Context: an optimization exercise on an open-source flow, tuned for small area. The choices shown serve that exercise and are no tape-out recipe. The RTL was checked by simulation tests, not by an equivalence proof against the original design. No activity file was given, so power comes from the tool's default toggle rates.

==> flow/design.v <==
`timescale 1ns / 1ps
module ControlUnit(CLK, RST, START,
	IN_KIND, IN_PRICE_CH, IN_MONEY, IN_PRICE_ADMIN, IN_PRICE_ADMIN_END, IN_MONEY_ENTER,
	KIND, NUM_ZERO, GE_PRICE, GE1000, GE500, GE100, GE50,
	OUT, COIN, SUB, IDX, PRICE, UP, SUC, KSAVE, KIN);
input CLK, RST, START;
input IN_PRICE_CH;
input [0:1] IN_MONEY;
input IN_PRICE_ADMIN, IN_PRICE_ADMIN_END, IN_MONEY_ENTER;
input IN_KIND;
input KIND, NUM_ZERO, GE_PRICE, GE1000, GE500, GE100, GE50;
output [0:22] OUT;
output COIN, SUB, PRICE, UP, SUC, KSAVE, KIN;
output [1:0] IDX;
reg [4:0] st;
wire [1:0] ix = st[1:0];
wire g0 = ~st[4] & ~st[3] & ~st[2];
wire gx = ~st[4] & ~st[3] & st[2];
wire gc = ~st[4] & st[3] & ~st[2];
wire gr = ~st[4] & st[3] & st[2];
wire gj = st[4] & ~st[3];
wire gp = st[4] & st[3];
wire s_idle   = g0 & (ix == 2'd0);
wire s_start  = g0 & (ix == 2'd1);
wire s_admin  = g0 & (ix == 2'd2);
wire s_input  = g0 & (ix == 2'd3);
wire s_judge  = gx & ~ix[1] & ~ix[0];
wire s_return = gx & ix[0];
wire s_end    = gx & ix[1];
wire ok = ~NUM_ZERO & GE_PRICE;
reg [4:0] nx;
always @* begin
	nx[4] = s_admin | (s_judge & ok) | (gj & ~ix[0]);
	nx[3] = s_admin | (s_input & ~IN_MONEY_ENTER) | (s_return & GE50);
	nx[2] = (s_input & IN_MONEY_ENTER) | (s_judge & ~ok) | (gj & ix[0]) | s_return | gr;
	nx[1] = s_start | (s_admin & IN_KIND) | (gp & ~IN_PRICE_ADMIN_END) |
		(s_input & ~IN_MONEY_ENTER & IN_MONEY[0]) | gc | (s_judge & ok & KIND) |
		(gj & ~ix[0] & ix[1]) | (s_return & (GE500 | ~GE50));
	nx[0] = (s_idle & START) | (s_start & ~IN_PRICE_ADMIN) | (s_admin & IN_PRICE_CH) |
		(gp & IN_PRICE_ADMIN_END) | (s_input & ~IN_MONEY_ENTER & IN_MONEY[1]) | gc |
		(s_judge & ~ok) | (gj & ~ix[0]) | (s_return & (GE1000 | (GE100 & ~GE500))) | gr;
end
always @(posedge CLK) begin
	if(RST)	st <= 5'd0;
	else		st <= nx;
end
assign OUT[0]  = s_idle;
assign OUT[1]  = s_start;
assign OUT[2]  = s_admin;
assign OUT[3]  = gp & ~KIND & ~ix[0];
assign OUT[4]  = gp & ~KIND & ix[0];
assign OUT[5]  = gp & KIND & ~ix[0];
assign OUT[6]  = gp & KIND & ix[0];
assign OUT[7]  = s_input;
assign OUT[8]  = gc & (ix == 2'd0);
assign OUT[9]  = gc & (ix == 2'd1);
assign OUT[10] = gc & (ix == 2'd2);
assign OUT[11] = gc & (ix == 2'd3);
assign OUT[12] = s_judge;
assign OUT[13] = gj & (ix == 2'd0);
assign OUT[14] = gj & (ix == 2'd1);
assign OUT[15] = gj & (ix == 2'd2);
assign OUT[16] = gj & (ix == 2'd3);
assign OUT[17] = s_return;
assign OUT[18] = gr & (ix == 2'd3);
assign OUT[19] = gr & (ix == 2'd2);
assign OUT[20] = gr & (ix == 2'd1);
assign OUT[21] = gr & (ix == 2'd0);
assign OUT[22] = s_end;
assign COIN  = ~st[4] & st[3];
assign SUB   = st[2];
assign IDX   = ix;
assign PRICE = gp;
assign UP    = ix[0];
assign SUC   = gj & ix[0];
assign KSAVE = gp;
assign KIN   = ix[1];
endmodule
`timescale 1ns / 1ps
module MONEY_REG(CLK, RST, CLR, COIN, SUB, IDX, PRICE, UP, SUC,
	Q0, Q1, KIND, M, SUM, GE_PRICE, GE1000, GE500, GE100, GE50);
input CLK, RST, CLR;
input COIN, SUB, PRICE, UP, SUC;
input [1:0] IDX;
input [13:0] Q0, Q1;
input KIND;
output reg [14:0] M;
output [14:0] SUM;
output GE_PRICE, GE1000, GE500, GE100, GE50;
wire [13:0] qs = KIND ? Q1 : Q0;
wire [1:0] ci = PRICE ? 2'd1 : IDX;
reg [14:0] csize;
always @* begin
	case(ci)
		2'd0:		csize = 15'd25;
		2'd1:		csize = 15'd50;
		2'd2:		csize = 15'd250;
		default:	csize = 15'd500;
	endcase
end
wire [14:0] a = M | ({15{PRICE}} & {qs, 1'b0});
wire use_c = COIN | PRICE;
wire neg = COIN ? SUB : (PRICE ? ~UP : 1'b1);
wire [14:0] b = (use_c ? csize : {qs, 1'b0}) ^ {15{neg}};
wire [15:0] c;
assign c[0] = neg;
genvar i;
generate for(i = 0; i < 15; i = i + 1) begin : rca
	assign SUM[i] = a[i] ^ b[i] ^ c[i];
	assign c[i+1] = (a[i] & b[i]) | (c[i] & (a[i] ^ b[i]));
end endgenerate
assign GE_PRICE = c[15];	 
always @(posedge CLK) begin
	if(RST | CLR)			M <= 15'd0;
	else if(COIN | SUC)	M <= SUM;
end
assign GE1000 = (|M[14:9]) | (M[8] & M[7] & M[6] & M[5] & M[4] & (M[3] | M[2]));
assign GE500  = (|M[14:8]) | (M[7] & M[6] & M[5] & M[4] & M[3] & (M[2] | M[1]));
assign GE100  = (|M[14:6]) | (M[5] & M[4] & (M[3] | M[2] | M[1]));
assign GE50   = (|M[14:5]) | (M[4] & M[3] & (M[2] | M[1] | M[0]));
endmodule
`timescale 1ns / 1ps
module PRICE_REG(CLK, LOAD, SAVE, IN, Q);
input CLK;
input LOAD, SAVE;
input [13:0] IN;
output reg [13:0] Q;
always @(posedge CLK) begin
	if(LOAD)			Q <= 14'd50;
	else if(SAVE)	Q <= IN;
end
endmodule
`timescale 1ns / 1ps
module JUICE_NUM_REG(CLK, IN, SAVE, DEC, RST, OUT
    );
input CLK;
input [0:2] IN;
input SAVE, DEC, RST;
output reg [0:2] OUT;
always @(posedge CLK) begin
	if(RST) 			OUT <= 0;
	else if(SAVE)	OUT <= IN;
	else if(DEC)	OUT <= OUT - 1;
end
endmodule
`timescale 1ns / 1ps
module JUICE_KIND_REG(CLK, IN, SAVE, RST, OUT
    );
input CLK, IN, SAVE, RST;
output reg OUT;
always @(posedge CLK) begin
	if(RST) OUT <= 0;
	else if(SAVE) OUT <= IN;
end
endmodule
`timescale 1ns / 1ps
module DUT( RST,
				START,
				CLK,
				IN_MONEY,
				IN_PRICE_CH,
				IN_KIND,
				IN_NUM,
				IN_PRICE_ADMIN,
				IN_PRICE_ADMIN_END,
				IN_MONEY_ENTER,
				OUT_MONEY,
				OUT_JUICE0_MADE,
				OUT_JUICE1_MADE,
				END,
				OUT_1000WON,
				OUT_500WON,
				OUT_100WON,
				OUT_50WON,
				OUT_JUICE0_PRICE,
				OUT_JUICE1_PRICE,
				OUT_CU_SIGNAL
    );
input RST, START, CLK;
input [0:1] IN_MONEY;
input IN_PRICE_CH, IN_KIND;
input [0:2] IN_NUM;
input IN_PRICE_ADMIN, IN_PRICE_ADMIN_END, IN_MONEY_ENTER;
output [0:15] OUT_MONEY;
output OUT_JUICE0_MADE, OUT_JUICE1_MADE, END;
output OUT_1000WON, OUT_500WON, OUT_100WON, OUT_50WON;
output [0:15] OUT_JUICE0_PRICE;
output [0:15] OUT_JUICE1_PRICE;
output [0:22] OUT_CU_SIGNAL;
wire [14:0] m, sum;
wire [13:0] q0, q1;
wire [2:0] num;
wire kind;
wire [0:22] s;
wire coin, sub, price, up, suc, ksave, kin;
wire [1:0] idx;
wire ge_price, ge1000, ge500, ge100, ge50;
ControlUnit CU(.CLK(CLK), .RST(RST), .START(START),
	.IN_KIND(IN_KIND), .IN_PRICE_CH(IN_PRICE_CH), .IN_MONEY(IN_MONEY), .IN_PRICE_ADMIN(IN_PRICE_ADMIN),
	.IN_PRICE_ADMIN_END(IN_PRICE_ADMIN_END), .IN_MONEY_ENTER(IN_MONEY_ENTER),
	.KIND(kind), .NUM_ZERO(num == 3'd0), .GE_PRICE(ge_price),
	.GE1000(ge1000), .GE500(ge500), .GE100(ge100), .GE50(ge50),
	.OUT(s), .COIN(coin), .SUB(sub), .IDX(idx), .PRICE(price), .UP(up),
	.SUC(suc), .KSAVE(ksave), .KIN(kin));
MONEY_REG money(.CLK(CLK), .RST(RST), .CLR(s[1]), .COIN(coin), .SUB(sub), .IDX(idx),
	.PRICE(price), .UP(up), .SUC(suc), .Q0(q0), .Q1(q1), .KIND(kind),
	.M(m), .SUM(sum), .GE_PRICE(ge_price),
	.GE1000(ge1000), .GE500(ge500), .GE100(ge100), .GE50(ge50));
PRICE_REG price0(.CLK(CLK), .LOAD(RST | s[0]), .SAVE(price & ~kind), .IN(sum[14:1]), .Q(q0));
PRICE_REG price1(.CLK(CLK), .LOAD(RST | s[0]), .SAVE(price & kind), .IN(sum[14:1]), .Q(q1));
JUICE_NUM_REG juice_num(.CLK(CLK), .IN(IN_NUM), .SAVE(s[7]), .DEC(suc),
	.RST(RST | s[1]), .OUT(num));
JUICE_KIND_REG juice_kind(.CLK(CLK), .IN(ksave ? kin : IN_KIND), .SAVE(s[7] | ksave),
	.RST(RST | s[1]), .OUT(kind));
assign OUT_CU_SIGNAL = s;
assign OUT_MONEY = {m, 1'b0};
assign OUT_JUICE0_PRICE = {q0, 2'b00};
assign OUT_JUICE1_PRICE = {q1, 2'b00};
assign OUT_JUICE0_MADE = s[14];
assign OUT_JUICE1_MADE = s[16];
assign END = s[0];
assign OUT_1000WON = s[18];
assign OUT_500WON = s[19];
assign OUT_100WON = s[20];
assign OUT_50WON = s[21];
endmodule
clock: 5.0 ns
lec_check: 0
abc_area: 1
cap_margin: 0
core_margin: 2
core_utilization: 60
slew_margin: 0
standard.sh (not shown) runs the stock make flow with config.mk's settings and CLKGATE_MAP_FILE= SYNTH_SCRIPT=/design/flow/synth_recipe.tcl, a recipe that flattens the netlist after the stock synthesis.
==> flow/flow/run.sh <==
#!/bin/bash
# Layout flow: the standard layout (standard.sh), with
#  - synthesis mapped by abc with an area-oriented script (flow/abc.script);
#    registers are made exactly as in the standard synthesis;
#  - full/half adders left to abc as plain gates (no fa/ha cells);
#  - the input and output ports buffered with the platform's smallest buffer;
#  - clock tree synthesis without dummy loads.
# Each tool's full output goes to ORFS's own per-step logs under orfs/logs;
# make's output goes to make.log here.
set -euo pipefail
here=$(pwd)
export FLOW_ABC_SCRIPT="$here/flow/abc.script"
export BUFFER_PORTS_ARGS="-buffer_cell sky130_fd_sc_hd__buf_1"
export CTS_ARGS="-sink_clustering_enable -repair_clock_nets -dont_use_dummy_load"
bash standard.sh ADDER_MAP_FILE= SYNTH_SCRIPT="$here/flow/synth.tcl" finish > make.log 2>&1
==> flow/flow/abc.script <==
strash
dc2
dch
amap
topo
stime -c
buffer -c
upsize -c
dnsize -c
==> flow/flow/synth.tcl <==
# The standard flow's synthesis script (synth_recipe.tcl), with abc run on abc.script
# (area-oriented standard-cell mapping) in place of ORFS's own abc script.
proc synth {args} { yosys synth -nofsm -noshare {*}$args }
if {[llength [info commands abc]]} { rename abc __yosys_abc }
proc abc {args} {
  set i [lsearch -exact $args -script]
  if {$i >= 0} { lset args [expr {$i + 1}] $::env(FLOW_ABC_SCRIPT) }
  yosys abc {*}$args
}
source $::env(SCRIPTS_DIR)/synth.tcl
# left out here: clear keep_hierarchy, flatten, clean up, hide names made inside functions, write 1_2_yosys.v
The first run finished with timing, DRC and antenna clean.
==> next run, changes <==
--- a/flow/design.v
+++ b/flow/design.v
@@ -33,5 +33,5 @@
 	nx[4] = s_admin | (s_judge & ok) | (gj & ~ix[0]);
 	nx[3] = s_admin | (s_input & ~IN_MONEY_ENTER) | (s_return & GE50);
-	nx[2] = (s_input & IN_MONEY_ENTER) | (s_judge & ~ok) | (gj & ix[0]) | s_return | gr;
+	nx[2] = (s_input & IN_MONEY_ENTER) | s_judge | gj | s_return | gr;
 	nx[1] = s_start | (s_admin & IN_KIND) | (gp & ~IN_PRICE_ADMIN_END) |
 		(s_input & ~IN_MONEY_ENTER & IN_MONEY[0]) | gc | (s_judge & ok & KIND) |
Result:
- The new run finished with timing, DRC and antenna clean
- combinational power is about the same
- area after synthesis decreases by 0.72%
- core utilization decreases by 0.67 points
- non-clock buffer count decreases by 1
- final area decreases by 0.98%
- first-iteration DRC count decreases by 4.9%
- flip-flop and latch count does not change
- register-to-register slack improves by 0.28 ns
- global-route usage increases by 0.49 points
- via count decreases by 4.5%

## afterwards: timing with drivers on the ports
The flow's constraints put no driver on any port. The routed layouts listed below were extracted and timed again, unchanged, in two steps. Step 1: set_driving_cell puts a clkbuf_16 on CLK and a buf_2 on each other input, an assumption about the parent block. Step 2 times the ports against the registers' clock, not the clock port: input delays grow and output delays shrink by t, the midpoint of the rising clock arrivals with the driver on. Slacks: ideal ports / drivers / drivers and shift; pairs: ideal ports / drivers.
| run | t (ns) | setup WS [ns] | latest minus earliest clock arrival (ns) |
|---|---|---|---|
| the first run | 0.328 | 0.433 / 0.433 / 0.433 | 0.024 / 0.024 |
| the second run | 0.326 | 0.708 / 0.708 / 0.708 | 0.012 / 0.012 |
After both steps every run listed still meets setup and hold.
